Source: an optimization exercise on an open RTL-to-GDS flow (aim: small area). Production flows keep margins and buffers that such runs may drop.
Only simulation tests tie the RTL to the original design; equivalence was not proved.

==> flow/design.v (excerpt) <==
module temp_display(clk, reset, dataout, control, scl_in, sda_in, scl_out, sda_out);
For scale: about 500 cells after synthesis.
export LEC_CHECK = 0
export CAP_MARGIN = 20
export CORE_MARGIN = 2
export CORE_UTILIZATION = 40
export CTS_BUF_LIST = sky130_fd_sc_hd__clkbuf_8
export GPL_TIMING_DRIVEN = 0
export SLEW_MARGIN = 20
create_clock -name core_clock -period 10.0 [get_ports {clk}]
standard.sh (not shown) runs the stock make flow with config.mk's settings and CLKGATE_MAP_FILE= SYNTH_SCRIPT=/design/flow/synth_recipe.tcl, a recipe that flattens the netlist after the stock synthesis.
==> flow/flow/run.sh <==
#!/bin/bash
# Layout flow: the standard synthesis, then the combinational logic between
# the registers is re-mapped for area with ABC (registers, their names and cell
# types are kept), the re-mapped netlist is proven equivalent to the standard
# one, and the standard ORFS flow lays it out. Each tool's output goes to a log
# file of its own in the work folder.
set -euo pipefail
W=$(pwd)
R=$W/orfs/results/${FLOW_PLATFORM}/temp_display/base
LIB=${FLOW_HOME}/platforms/${FLOW_PLATFORM}/lib/sky130_fd_sc_hd__tt_025C_1v80.lib
YOSYS=yosys
command -v yosys >/dev/null 2>&1 || YOSYS=${FLOW_HOME}/../tools/install/yosys/bin/yosys

bash standard.sh synth > $W/synth.log 2>&1
cp $R/1_2_yosys.v $W/synth_standard.v

# cells the synthesis must not use, as the standard synthesis was told
DU=$(grep -o -- "-dont_use [^ ]*" $(ls $W/orfs/logs/${FLOW_PLATFORM}/temp_display/base/1_2_yosys.log) | sort -u | tr '\n' ' ')
# register and tie cells stay as they are
SEQ=$(grep -o "sky130_fd_sc_hd__[a-z0-9_]*" $W/synth_standard.v | sort -u | grep -E "__(df|edf|sdf|dl|conb)" | tr '\n' ' ')

remap() {  # remap SCRIPT OUT LOG
	cat > $W/remap_$1.ys <<EOY
read_liberty -ignore_miss_func $LIB
setattr -mod -set blackbox 1 $SEQ
read_verilog $W/synth_standard.v
hierarchy -top ${FLOW_TOP}
flatten
opt_clean
abc -liberty $LIB $DU -script $W/flow/$1.abc
opt_clean -purge
hilomap -singleton -hicell sky130_fd_sc_hd__conb_1 HI -locell sky130_fd_sc_hd__conb_1 LO
insbuf -buf sky130_fd_sc_hd__buf_4 A X
splitnets
opt_clean -purge
tee -q -o $W/remap_$1_stat.txt stat -liberty $LIB
write_verilog -noexpr -noattr -nohex -nodec $2
EOY
	$YOSYS -s $W/remap_$1.ys > $3 2>&1
}

prove() {  # prove NETLIST LOG NAME: the netlist does what the standard one does
	cat > $W/prove_$3.ys <<EOY
read_liberty -ignore_miss_func $LIB
setattr -mod -set blackbox 1 $SEQ
read_verilog $W/synth_standard.v
rename ${FLOW_TOP} gold
read_verilog $1
rename ${FLOW_TOP} gate
hierarchy -check
flatten gold gate
opt_clean
equiv_make gold gate equiv
hierarchy -top equiv
equiv_simple
equiv_status -assert
EOY
	$YOSYS -s $W/prove_$3.ys > $2 2>&1
}

area() { grep "Chip area" $1 | awk '{print $NF}'; }

best=$W/synth_standard.v
$YOSYS -p "read_liberty -lib $LIB; read_verilog $W/synth_standard.v; hierarchy -top ${FLOW_TOP}; tee -q -o $W/standard_stat.txt stat -liberty $LIB" > $W/standard_stat.log 2>&1
best_area=$(area $W/standard_stat.txt)
echo "standard synthesis: $best_area" > $W/remap_summary.txt
cands="nfa nfb ama amb"
for s in $cands; do
	remap $s $W/remap_$s.v $W/remap_$s.log &
done
wait || true
for s in $cands; do
	if [[ -s $W/remap_$s.v ]] && grep -q "Chip area" $W/remap_${s}_stat.txt 2>/dev/null && prove $W/remap_$s.v $W/prove_$s.log $s; then
		a=$(area $W/remap_${s}_stat.txt)
		echo "$s: $a (proven)" >> $W/remap_summary.txt
		if awk "BEGIN{exit !($a < $best_area)}"; then best=$W/remap_$s.v; best_area=$a; fi
	else
		echo "$s: failed" >> $W/remap_summary.txt
	fi
done
echo "using $best" >> $W/remap_summary.txt
cp $best $R/1_2_yosys.v
rm -f $R/1_synth.odb $R/1_synth.sdc
# port buffers: the smallest buffer cell; clock tree of clkbuf_8 without
# the dummy loads that only balance the tree
bash standard.sh "BUFFER_PORTS_ARGS=-buffer_cell sky130_fd_sc_hd__buf_1" \
	"CTS_ARGS=-sink_clustering_enable -repair_clock_nets -buf_list sky130_fd_sc_hd__clkbuf_8 -dont_use_dummy_load" \
	finish > $W/layout.log 2>&1
Other scripts of this flow, unchanged in this note and not shown: flow/flow/ama.abc, flow/flow/amb.abc, flow/flow/nfa.abc, flow/flow/nfb.abc
Rerun with:
--- a/flow/flow/run.sh
+++ b/flow/flow/run.sh
@@ -82,7 +82,4 @@
 cp $best $R/1_2_yosys.v
 rm -f $R/1_synth.odb $R/1_synth.sdc
-# port buffers: the smallest buffer cell; clock tree of clkbuf_8 without
-# the dummy loads that only balance the tree
-bash standard.sh "BUFFER_PORTS_ARGS=-buffer_cell sky130_fd_sc_hd__buf_1" \
-	"CTS_ARGS=-sink_clustering_enable -repair_clock_nets -buf_list sky130_fd_sc_hd__clkbuf_8 -dont_use_dummy_load" \
-	finish > $W/layout.log 2>&1
+# port buffers: the smallest buffer cell
+bash standard.sh "BUFFER_PORTS_ARGS=-buffer_cell sky130_fd_sc_hd__buf_1" finish > $W/layout.log 2>&1
GPL_TIMING_DRIVEN = default   (was 0)
Critical path depth stays the same. First-iteration DRC count goes up by about a fifth. Sequential share of layout area shrinks by 0.61 points. Count of clock-buffer cells in the layout increases by 1. Cell count is higher slightly. Non-clock buffer count drops by 3. Synthesized cell count stays the same.

-- separate check: timing with driven ports --
How much do the figures lean on ideal ports? The routed layouts below were timed once more, with nothing changed but the port constraints. Step 1 (the two cells are an assumption about what drives the block):
set clk [get_ports {clk}]
set_driving_cell -lib_cell sky130_fd_sc_hd__clkbuf_16 $clk
set_driving_cell -lib_cell sky130_fd_sc_hd__buf_2 [delete_from_list [all_inputs] $clk]
Step 2 moves the port delays by t, midway between the first and last clock arrival at a register: inputs arrive t later, outputs are due t later. That takes back most of the time a late clock gives input paths. Slacks: ideal / step 1 / step 2; pairs: ideal / step 1.
run | shift t [ns] | setup slack, ns | hold WS [ns] | worst register clock-pin slew, ns
the first run | 0.378 | 5.834 / 5.800 / 6.177 | 0.451 / 0.451 / 0.451 | 0.09 / 0.09
the second run | 0.370 | 5.841 / 5.807 / 6.177 | 0.452 / 0.452 / 0.452 | 0.08 / 0.08
After both steps every run listed still meets setup and hold.
